What follows belongs to an exercise in optimizing a design on an open flow for small area; a production flow would make more cautious choices.
In this exercise RTL edits were held to simulation tests only and were not proved equivalent to the original.
The flow treats the clock pin as an ideal source, which a real chip does not have.

// IDCT_all
module IDCT_all(seq_in, mode, clk, reset, seq_out_4, seq_out_8);
Size: roughly 6100 cells after synthesis.
==> flow/config.mk <==
export PLATFORM = sky130hd
export DESIGN_NAME = IDCT_all
export DESIGN_NICKNAME = IDCT_all
export VERILOG_FILES = /design/flow/design.v
export SDC_FILE = /design/flow/constraint.sdc
export NUM_CORES = 8
export LEC_CHECK = 0
export CAP_MARGIN = 20
export CORE_MARGIN = 2
export CORE_UTILIZATION = 45
export SLEW_MARGIN = 20
==> flow/constraint.sdc <==
create_clock -name core_clock -period 10.0 [get_ports {clk}]
set_input_delay 2.0000 -clock core_clock [delete_from_list [all_inputs] [get_ports {clk}]]
set_output_delay 2.0000 -clock core_clock [all_outputs]
set_load 0.01 [all_outputs]
standard.sh (not shown) runs the stock make flow with config.mk's settings and CLKGATE_MAP_FILE= SYNTH_SCRIPT=/design/flow/synth_recipe.tcl, a recipe that flattens the netlist after the stock synthesis.
==> flow/flow/run.sh <==
#!/bin/bash
# Layout flow: the standard flow (standard.sh) with two changes.
#
#  1. Synthesis runs with SYNTH_OPERATIONS_ARGS=-noabc: Yosys's generic
#     "abc -fast" pass is skipped before full-adder extraction, so the
#     ripple-carry adders of the RTL map straight onto full-adder cells
#     instead of full adders wrapped in inverters. The registers are checked
#     against the standard synthesis (same names and cell types); if they
#     differ in any way, the standard synthesis is used instead.
#  2. Clock tree synthesis without dummy loads and with larger sink clusters
#     driven by clkbuf_8 leaf buffers (CTS_ARGS).
#
# Everything else (floorplan, power grid, placement, routing, finishing) is
# standard.sh unchanged. Each step's output goes to its own log file here.
set -uo pipefail

RES=orfs/results/${FLOW_PLATFORM}/IDCT_all/base
LOGS=orfs/logs/${FLOW_PLATFORM}/IDCT_all/base

flops() {
    grep -oE 'sky130_fd_sc_hd__[a-z0-9_]+ +[^ (]+ *\(' "$1" \
        | grep -E 'sky130_fd_sc_hd__(s?e?df|dl)' | sed 's/ *($//' | sort
}

# 1. reference: the standard synthesis
bash standard.sh synth > synth_standard.log 2>&1 || exit 1
cp "$RES/1_2_yosys.v" synth_standard.v
cp "$LOGS/1_2_yosys.log" synth_standard_yosys.log 2>/dev/null

# 2. synthesis without the generic abc pass
rm -f "$RES/1_2_yosys.v" "$RES/1_2_yosys.sdc" "$RES/1_synth.odb" "$RES/1_synth.sdc"
if SYNTH_OPERATIONS_ARGS=-noabc bash standard.sh synth > synth_noabc.log 2>&1 \
    && [[ -s "$RES/1_2_yosys.v" ]] \
    && flops synth_standard.v > flops_standard.txt \
    && flops "$RES/1_2_yosys.v" > flops_noabc.txt \
    && [[ -s flops_standard.txt ]] \
    && cmp -s flops_standard.txt flops_noabc.txt; then
    echo "using the -noabc synthesis" > synth_choice.txt
else
    echo "registers differ or synthesis failed: using the standard synthesis" > synth_choice.txt
    rm -f "$RES/1_2_yosys.v" "$RES/1_2_yosys.sdc" "$RES/1_synth.odb" "$RES/1_synth.sdc"
    cp synth_standard.v "$RES/1_2_yosys.v"
    cp "$FLOW_SDC" "$RES/1_2_yosys.sdc"
    bash standard.sh synth > synth_restore.log 2>&1 || exit 1
fi

# 3. the rest of the standard flow, with the clock tree settings
CTS_ARGS="-sink_clustering_enable -repair_clock_nets -dont_use_dummy_load -sink_clustering_size 16 -sink_clustering_max_diameter 60 -buf_list sky130_fd_sc_hd__clkbuf_8" \
    bash standard.sh finish > finish.log 2>&1 || exit 1

[[ -s out/final.def ]]
Next try:
--- a/flow/config.mk
+++ b/flow/config.mk
@@ -10 +10 @@
-export CORE_UTILIZATION = 45
+export CORE_UTILIZATION = 65
Outcome: Hold slack gets worse by 0.032 ns. Clock-buffer cell count fell by 7. Synthesized cell count does not change. Die area fell by 31%. Wire length fell by 2.0%. Utilization rose by 21 points. Final area fell by 1.2%. Global-route usage rose by 6.6 points. Setup slack gets better by 0.17 ns.

## build 18
IDCT_all, a different RTL version from the one above (not shown whole).
Size: roughly 78 I/O pins.
==> flow/config.mk <==
export PLATFORM = sky130hd
export DESIGN_NAME = IDCT_all
export DESIGN_NICKNAME = IDCT_all
export VERILOG_FILES = /design/flow/design.v
export SDC_FILE = /design/flow/constraint.sdc
export NUM_CORES = 8
export LEC_CHECK = 0
export CAP_MARGIN = 10
export CORE_MARGIN = 2
export CORE_UTILIZATION = 60
export SLEW_MARGIN = 10
==> flow/constraint.sdc <==
create_clock -name core_clock -period 10.0 [get_ports {clk}]
set_input_delay 2.0000 -clock core_clock [delete_from_list [all_inputs] [get_ports {clk}]]
set_output_delay 2.0000 -clock core_clock [all_outputs]
set_load 0.01 [all_outputs]
==> flow/flow/run.sh <==
#!/bin/bash
# Layout flow: the standard flow (standard.sh) with these changes.
#
#  1. Synthesis runs with SYNTH_OPERATIONS_ARGS=-noabc: Yosys's generic
#     "abc -fast" pass is skipped before full-adder extraction, so the
#     ripple-carry adders of the RTL map straight onto full-adder cells
#     instead of full adders wrapped in inverters.
#  2. The combinational logic of that netlist (all but registers, full/half
#     adders and tie cells) is mapped again by ABC with a shorter script
#     (flow/reopt.ys, flow/reopt.abc: an area-oriented amap), and checked equivalent to it
#     (flow/equiv.ys).
#     After each of steps 1 and 2 the registers are compared with the
#     standard synthesis (same instance names and cell types); if a step
#     fails or changes them, the flow goes back to the previous netlist.
#  3. Clock tree synthesis without dummy loads and with larger sink clusters
#     driven by clkbuf_8 leaf buffers (CTS_ARGS).
#  4. Every input and output port still gets its own buffer, but a buf_1
#     instead of the default clkdlybuf4s50_1 (BUFFER_PORTS_ARGS).
#
# Everything else (floorplan, power grid, placement, routing, finishing) is
# standard.sh unchanged. Each step's output goes to its own log file here.
set -uo pipefail

RES=orfs/results/${FLOW_PLATFORM}/IDCT_all/base
LOGS=orfs/logs/${FLOW_PLATFORM}/IDCT_all/base
YOSYS=$(command -v yosys || echo "$FLOW_HOME/../tools/install/yosys/bin/yosys")

flops() {
    grep -oE 'sky130_fd_sc_hd__[a-z0-9_]+ +[^ (]+ *\(' "$1" \
        | grep -E 'sky130_fd_sc_hd__(s?e?df|dl)' | sed 's/ *($//' | sort
}

same_flops() {   # $1: netlist; compared with the standard synthesis
    flops "$1" > flops_check.txt && [[ -s flops_standard.txt ]] \
        && cmp -s flops_standard.txt flops_check.txt
}

use_netlist() {  # $1: netlist to lay out; rebuilds 1_synth.odb from it
    rm -f "$RES/1_2_yosys.v" "$RES/1_synth.odb" "$RES/1_synth.sdc"
    cp "$1" "$RES/1_2_yosys.v"
    [[ -f "$RES/1_2_yosys.sdc" ]] || cp "$FLOW_SDC" "$RES/1_2_yosys.sdc"
    bash standard.sh synth > "synth_odb_$(basename "$1" .v).log" 2>&1
}

# 1. reference: the standard synthesis
bash standard.sh synth > synth_standard.log 2>&1 || exit 1
cp "$RES/1_2_yosys.v" synth_standard.v
cp "$LOGS/1_2_yosys.log" synth_standard_yosys.log 2>/dev/null
flops synth_standard.v > flops_standard.txt
chosen=synth_standard.v

# 1'. synthesis without the generic abc pass
rm -f "$RES/1_2_yosys.v" "$RES/1_2_yosys.sdc" "$RES/1_synth.odb" "$RES/1_synth.sdc"
if SYNTH_OPERATIONS_ARGS=-noabc bash standard.sh synth > synth_noabc.log 2>&1 \
    && [[ -s "$RES/1_2_yosys.v" ]] && same_flops "$RES/1_2_yosys.v"; then
    cp "$RES/1_2_yosys.v" synth_noabc.v
    chosen=synth_noabc.v
    echo "noabc synthesis: used" > synth_choice.txt
else
    echo "noabc synthesis: failed or registers differ, not used" > synth_choice.txt
fi

# 2. re-map the combinational logic
LIB=$(make -s -C "$FLOW_HOME" DESIGN_CONFIG="$PWD/config.mk" WORK_HOME="$PWD/orfs" print-LIB_FILES 2>/dev/null | sed 's/^LIB_FILES: *//' | awk '{print $1}')
DONTUSE=$(make -s -C "$FLOW_HOME" DESIGN_CONFIG="$PWD/config.mk" WORK_HOME="$PWD/orfs" print-DONT_USE_CELLS 2>/dev/null | sed 's/^DONT_USE_CELLS: *//' | awk '{for (i = 1; i <= NF; i++) printf "-dont_use %s ", $i}')
PERIOD_PS=$(awk -v p="$FLOW_PERIOD_NS" 'BEGIN {printf "%d", p * 1000}')
printf 'set_driving_cell sky130_fd_sc_hd__buf_1\nset_load 5\n' > reopt.constr
sed -e "s#@LIB@#$LIB#g" -e "s#@IN@#$chosen#" -e "s#@OUT@#reopt.v#" -e "s#@TOP@#$FLOW_TOP#" \
    -e "s#@DONTUSE@#$DONTUSE#" -e "s#@CONSTR@#-constr reopt.constr#" -e "s#@PERIOD_PS@#$PERIOD_PS#" \
    -e "s#@ABC@#flow/reopt.abc#" flow/reopt.ys > reopt.ys
sed -e "s#@LIB@#$LIB#g" -e "s#@GOLD@#$chosen#" -e "s#@GATE@#reopt.v#" -e "s#@TOP@#$FLOW_TOP#g" \
    flow/equiv.ys > equiv.ys
if [[ -n "$LIB" ]] && timeout 1800 "$YOSYS" -s reopt.ys > reopt_yosys.log 2>&1 \
    && [[ -s reopt.v ]] && same_flops reopt.v \
    && timeout 1800 "$YOSYS" -s equiv.ys > reopt_equiv.log 2>&1; then
    chosen=reopt.v
    echo "re-mapped netlist: used" >> synth_choice.txt
else
    echo "re-mapped netlist: failed, not equivalent or registers differ, not used" >> synth_choice.txt
fi
use_netlist "$chosen" || { use_netlist synth_standard.v || exit 1; }

# 3. the rest of the standard flow, with the clock tree and port buffer settings
BUFFER_PORTS_ARGS="-buffer_cell sky130_fd_sc_hd__buf_1" \
CTS_ARGS="-sink_clustering_enable -repair_clock_nets -dont_use_dummy_load -sink_clustering_size 18 -sink_clustering_max_diameter 60 -buf_list sky130_fd_sc_hd__clkbuf_8" \
    bash standard.sh finish > finish.log 2>&1 || exit 1

[[ -s out/final.def ]]
==> flow/flow/reopt.abc <==
strash
dch
amap -F 3 -A 8
strash
dch
amap -F 3 -A 8
strash
dch
amap -F 3 -A 8
strash
dch
amap -F 3 -A 8
strash
dch
amap -F 3 -A 8
topo
stime -c
buffer -c
upsize -c
dnsize -c
Other scripts of this flow, unchanged in this note and not shown: flow/flow/equiv.ys, flow/flow/reopt.ys
Build 18: all stages complete, timing, DRC and antenna checks passed
For build 70, these inputs were changed with respect to build 18:
-- flow/flow/run.sh --
<<< build 18, line 83
# 3. the rest of the standard flow, with the clock tree and port buffer settings
BUFFER_PORTS_ARGS="-buffer_cell sky130_fd_sc_hd__buf_1" \
CTS_ARGS="-sink_clustering_enable -repair_clock_nets -dont_use_dummy_load -sink_clustering_size 18 -sink_clustering_max_diameter 60 -buf_list sky130_fd_sc_hd__clkbuf_8" \
    bash standard.sh finish > finish.log 2>&1 || exit 1

>>> build 70, line 83
# 3. the rest of the standard flow, with the clock tree and port buffer settings
BUFFER_PORTS_ARGS="-buffer_cell sky130_fd_sc_hd__buf_1" \
CTS_ARGS="-sink_clustering_enable -repair_clock_nets -dont_use_dummy_load -sink_clustering_size 16 -sink_clustering_max_diameter 60 -buf_list sky130_fd_sc_hd__clkbuf_8" \
    bash standard.sh finish > finish.log 2>&1 || exit 1

-- flow/flow/reopt.abc --
<<< build 18, line 1
strash
dch
amap -F 3 -A 8
strash
dch
amap -F 3 -A 8
strash
dch
>>> build 70, line 1
strash
dch
-- flow/config.mk --
<<< build 18, line 6
export NUM_CORES = 8
export LEC_CHECK = 0
export CAP_MARGIN = 10
export CORE_MARGIN = 2
export CORE_UTILIZATION = 60
export SLEW_MARGIN = 10
>>> build 70, line 6
export NUM_CORES = 8
export LEC_CHECK = 0
export CAP_MARGIN = 20
export CORE_MARGIN = 2
export CORE_UTILIZATION = 60
export GPL_TIMING_DRIVEN = 0
export SLEW_MARGIN = 20
==> comparison <==
Global routing usage summed across all routing layers was higher in build 70 than in build 18.
Looking at area of all placed cells without fillers across build 18 and build 70, the one that comes out lower is build 18.
Diff build 18..build 70 | residual DRC count | unchanged
Looking at build 18 and build 70, the die extent in y is a wash.
Relative area of non-clock buffer cells in the final design for build 70: 0.31 points up relative to build 18
The count of clock-buffer cells in the layout of build 70 exceeds that of build 18 by 15.
Of build 18 and build 70, the lower total clock buffers created by CTS belongs to build 18.
For the worst hold slack, build 70 came in 30 ps lower than build 18 did.
Edits applied to the flow inputs when going from build 70 to build 62:
-- flow/flow/run.sh --
<<< build 70, line 82

# 3. the rest of the standard flow, with the clock tree and port buffer settings
BUFFER_PORTS_ARGS="-buffer_cell sky130_fd_sc_hd__buf_1" \
CTS_ARGS="-sink_clustering_enable -repair_clock_nets -dont_use_dummy_load -sink_clustering_size 16 -sink_clustering_max_diameter 60 -buf_list sky130_fd_sc_hd__clkbuf_8" \
    bash standard.sh finish > finish.log 2>&1 || exit 1

>>> build 62, line 82

# 3. the rest of the standard flow, with the clock tree and port buffer settings
PRE_GLOBAL_PLACE_TCL="$PWD/flow/small_buffers.tcl" PRE_RESIZE_TCL="$PWD/flow/small_buffers.tcl" PRE_CTS_TCL="$PWD/flow/small_buffers.tcl" PRE_GLOBAL_ROUTE_TCL="$PWD/flow/small_buffers.tcl" BUFFER_PORTS_ARGS="-buffer_cell sky130_fd_sc_hd__buf_1" \
CTS_ARGS="-sink_clustering_enable -repair_clock_nets -dont_use_dummy_load -sink_clustering_size 18 -sink_clustering_max_diameter 60 -buf_list sky130_fd_sc_hd__clkbuf_8" \
    bash standard.sh finish > finish.log 2>&1 || exit 1

==> flow/flow/reopt.abc <==
strash
dch
amap -F 3 -A 8
strash
dch
amap -F 3 -A 8
strash
dch
amap -F 3 -A 8
strash
dch
amap -F 3 -A 8
strash
dch
amap -F 3 -A 8
topo
stime -c
buffer -c
dnsize -c
==> flow/flow/small_buffers.tcl (new file) <==
# Repair buffering with the smallest buffers: buf_2, buf_4 and buf_6 are not used.
set_dont_use [get_lib_cells {sky130_fd_sc_hd__buf_2 sky130_fd_sc_hd__buf_4 sky130_fd_sc_hd__buf_6 sky130_fd_sc_hd__clkbuf_2 sky130_fd_sc_hd__clkbuf_4}]
-- flow/config.mk --
<<< build 70, line 9
export CORE_MARGIN = 2
export CORE_UTILIZATION = 60
export GPL_TIMING_DRIVEN = 0
export SLEW_MARGIN = 20
>>> build 62, line 9
export CORE_MARGIN = 2
export CORE_UTILIZATION = 60
export SLEW_MARGIN = 20
--- outcome ---
- Build 62 reports a lower non-clock buffer count than build 70 does.
- The share of final-layout standard cells stronger than drive strength 1 in build 62 sits 1.9 points below the value recorded for build 70.
- Compared build 62 vs build 70, and global-route usage is down in build 62.
Input changes introduced in build 58 (baseline for comparison: build 62):
-- flow/flow/run.sh --
<<< build 62, line 82

# 3. the rest of the standard flow, with the clock tree and port buffer settings
PRE_GLOBAL_PLACE_TCL="$PWD/flow/small_buffers.tcl" PRE_RESIZE_TCL="$PWD/flow/small_buffers.tcl" PRE_CTS_TCL="$PWD/flow/small_buffers.tcl" PRE_GLOBAL_ROUTE_TCL="$PWD/flow/small_buffers.tcl" BUFFER_PORTS_ARGS="-buffer_cell sky130_fd_sc_hd__buf_1" \
CTS_ARGS="-sink_clustering_enable -repair_clock_nets -dont_use_dummy_load -sink_clustering_size 18 -sink_clustering_max_diameter 60 -buf_list sky130_fd_sc_hd__clkbuf_8" \
    bash standard.sh finish > finish.log 2>&1 || exit 1

>>> build 58, line 82

# 3. the rest of the standard flow, with the clock tree and port buffer settings
BUFFER_PORTS_ARGS="-buffer_cell sky130_fd_sc_hd__buf_1" \
CTS_ARGS="-sink_clustering_enable -repair_clock_nets -dont_use_dummy_load -sink_clustering_size 16 -sink_clustering_max_diameter 60 -buf_list sky130_fd_sc_hd__clkbuf_8" \
    bash standard.sh finish > finish.log 2>&1 || exit 1

==> flow/flow/reopt.abc <==
strash
dch
amap -F 3 -A 8
strash
dch
amap -F 3 -A 8
strash
dch
amap -F 3 -A 8
topo
stime -c
upsize -c
dnsize -c
-- flow/config.mk --
<<< build 62, line 9
export CORE_MARGIN = 2
export CORE_UTILIZATION = 60
export SLEW_MARGIN = 20
>>> build 58, line 9
export CORE_MARGIN = 2
export CORE_UTILIZATION = 60
export GPL_TIMING_DRIVEN = 0
export SLEW_MARGIN = 20
removed: flow/flow/small_buffers.tcl
Findings:
Build 58 vs. build 62: area growth from synthesis to layout now sits higher; cell count now sits lower; wire length on met3 now sits higher.
Looking at launch point of the critical path, the s8p[3] result is from build 62; the xi[0] one comes from build 58.
Build 58 closes out successfully: all stages finished, all timing, DRC and antenna checks passed.
Lower post-route core utilization was reported by build 62, not build 58.
The inputs of build 89 differ from those of build 58 as listed below.
-- flow/flow/run.sh --
<<< build 58, line 8
#  2. The combinational logic of that netlist (all but registers, full/half
#     adders and tie cells) is mapped again by ABC with a shorter script
#     (flow/reopt.ys, flow/reopt.abc: an area-oriented amap), and checked equivalent to it
#     (flow/equiv.ys).
#     After each of steps 1 and 2 the registers are compared with the
>>> build 89, line 8
#  2. The combinational logic of that netlist (all but registers, full/half
#     adders and tie cells) is mapped again by ABC with a shorter script
#     (flow/reopt.ys, flow/reopt.abc: area-oriented amap passes, then
#     buffering and down-sizing for timing), and checked equivalent to it
#     (flow/equiv.ys).
#     After each of steps 1 and 2 the registers are compared with the
<<< build 58, line 17
#  4. Every input and output port still gets its own buffer, but a buf_1
#     instead of the default clkdlybuf4s50_1 (BUFFER_PORTS_ARGS).
#
# Everything else (floorplan, power grid, placement, routing, finishing) is
>>> build 89, line 18
#  4. Every input and output port still gets its own buffer, but a buf_1
#     instead of the default clkdlybuf4s50_1 (BUFFER_PORTS_ARGS).
#  5. The placement, resizing, clock tree and global routing steps repair
#     slew, capacitance and timing without buf_4 and buf_6, so they buffer
#     with the smaller buf_2 (flow/small_buffers.tcl, through the PRE_*_TCL
#     hooks of those steps).
#
# Everything else (floorplan, power grid, placement, routing, finishing) is
<<< build 58, line 81
use_netlist "$chosen" || { use_netlist synth_standard.v || exit 1; }

# 3. the rest of the standard flow, with the clock tree and port buffer settings
BUFFER_PORTS_ARGS="-buffer_cell sky130_fd_sc_hd__buf_1" \
CTS_ARGS="-sink_clustering_enable -repair_clock_nets -dont_use_dummy_load -sink_clustering_size 16 -sink_clustering_max_diameter 60 -buf_list sky130_fd_sc_hd__clkbuf_8" \
    bash standard.sh finish > finish.log 2>&1 || exit 1

>>> build 89, line 86
use_netlist "$chosen" || { use_netlist synth_standard.v || exit 1; }

# 3. the rest of the standard flow, with the clock tree, port buffer and
#    repair buffer settings
PRE_GLOBAL_PLACE_TCL="$PWD/flow/small_buffers.tcl" PRE_RESIZE_TCL="$PWD/flow/small_buffers.tcl" PRE_CTS_TCL="$PWD/flow/small_buffers.tcl" PRE_GLOBAL_ROUTE_TCL="$PWD/flow/small_buffers.tcl" BUFFER_PORTS_ARGS="-buffer_cell sky130_fd_sc_hd__buf_1" \
CTS_ARGS="-sink_clustering_enable -repair_clock_nets -dont_use_dummy_load -sink_clustering_size 18 -sink_clustering_max_diameter 60 -buf_list sky130_fd_sc_hd__clkbuf_8" \
    bash standard.sh finish > finish.log 2>&1 || exit 1

==> flow/flow/reopt.abc <==
strash
dch
amap -F 3 -A 8
strash
dch
amap -F 3 -A 8
strash
dch
amap -F 3 -A 8
strash
dch
amap -F 3 -A 8
strash
dch
amap -F 3 -A 8
topo
stime -c
buffer -c
dnsize -c
==> flow/flow/small_buffers.tcl (new file) <==
# Repair buffering with buf_1/buf_2/buf_8 and up: buf_4 and buf_6 are not used.
set_dont_use [get_lib_cells {sky130_fd_sc_hd__buf_4 sky130_fd_sc_hd__buf_6}]
-- flow/config.mk --
<<< build 58, line 9
export CORE_MARGIN = 2
export CORE_UTILIZATION = 60
export GPL_TIMING_DRIVEN = 0
export SLEW_MARGIN = 20
>>> build 89, line 9
export CORE_MARGIN = 2
export CORE_UTILIZATION = 60
export SLEW_MARGIN = 20
Build 89 vs build 58: mapped cell area up slightly. Build 89 against build 58: antenna cell count grew by 5; worst hold slack increased 3.0 ps; die span in x neither gained nor lost much; cell area -about 1.3%.

==> what the ideal ports hide <==
No port has a modelled driver above. Below, the same layouts with a new extraction and two added sets of constraints.
Step 1 (the two cells are an assumption about what drives the block):
set clk [get_ports {clk}]
set_driving_cell -lib_cell sky130_fd_sc_hd__clkbuf_16 $clk
set_driving_cell -lib_cell sky130_fd_sc_hd__buf_2 [delete_from_list [all_inputs] $clk]
Step 2 adds t to the input delays and takes it off the output delays; t is the mean of the earliest and latest rising clock arrival at the registers after step 1. Input paths then give back, and output paths get back, about the clock's delay inside the block.
a / b / c = ideal ports / drivers / drivers and shift; a / b = the first two.
run | t, ns | setup slack, ns | hold WS [ns] | slew at the worst register clock pin (ns)
the first run of note 1 | 0.945 | 0.936 / 0.936 / 0.936 | 0.284 / 0.284 / 0.284 | 0.11 / 0.11
the second run of note 1 | 0.923 | 1.106 / 1.106 / 1.106 | 0.252 / 0.252 / 0.252 | 0.10 / 0.10
build 18 | 0.909 | 0.510 / 0.510 / 0.510 | 0.290 / 0.290 / 0.290 | 0.11 / 0.11
build 70 | 0.941 | 0.428 / 0.428 / 0.428 | 0.260 / 0.260 / 0.260 | 0.11 / 0.11
build 62 | 0.942 | 0.568 / 0.568 / 0.568 | 0.277 / 0.277 / 0.277 | 0.11 / 0.11
build 58 | 0.932 | 0.291 / 0.291 / 0.291 | 0.270 / 0.270 / 0.270 | 0.10 / 0.10
build 89 | 0.926 | 0.596 / 0.596 / 0.596 | 0.273 / 0.273 / 0.273 | 0.11 / 0.11
After both steps setup and hold are still met in every run listed.
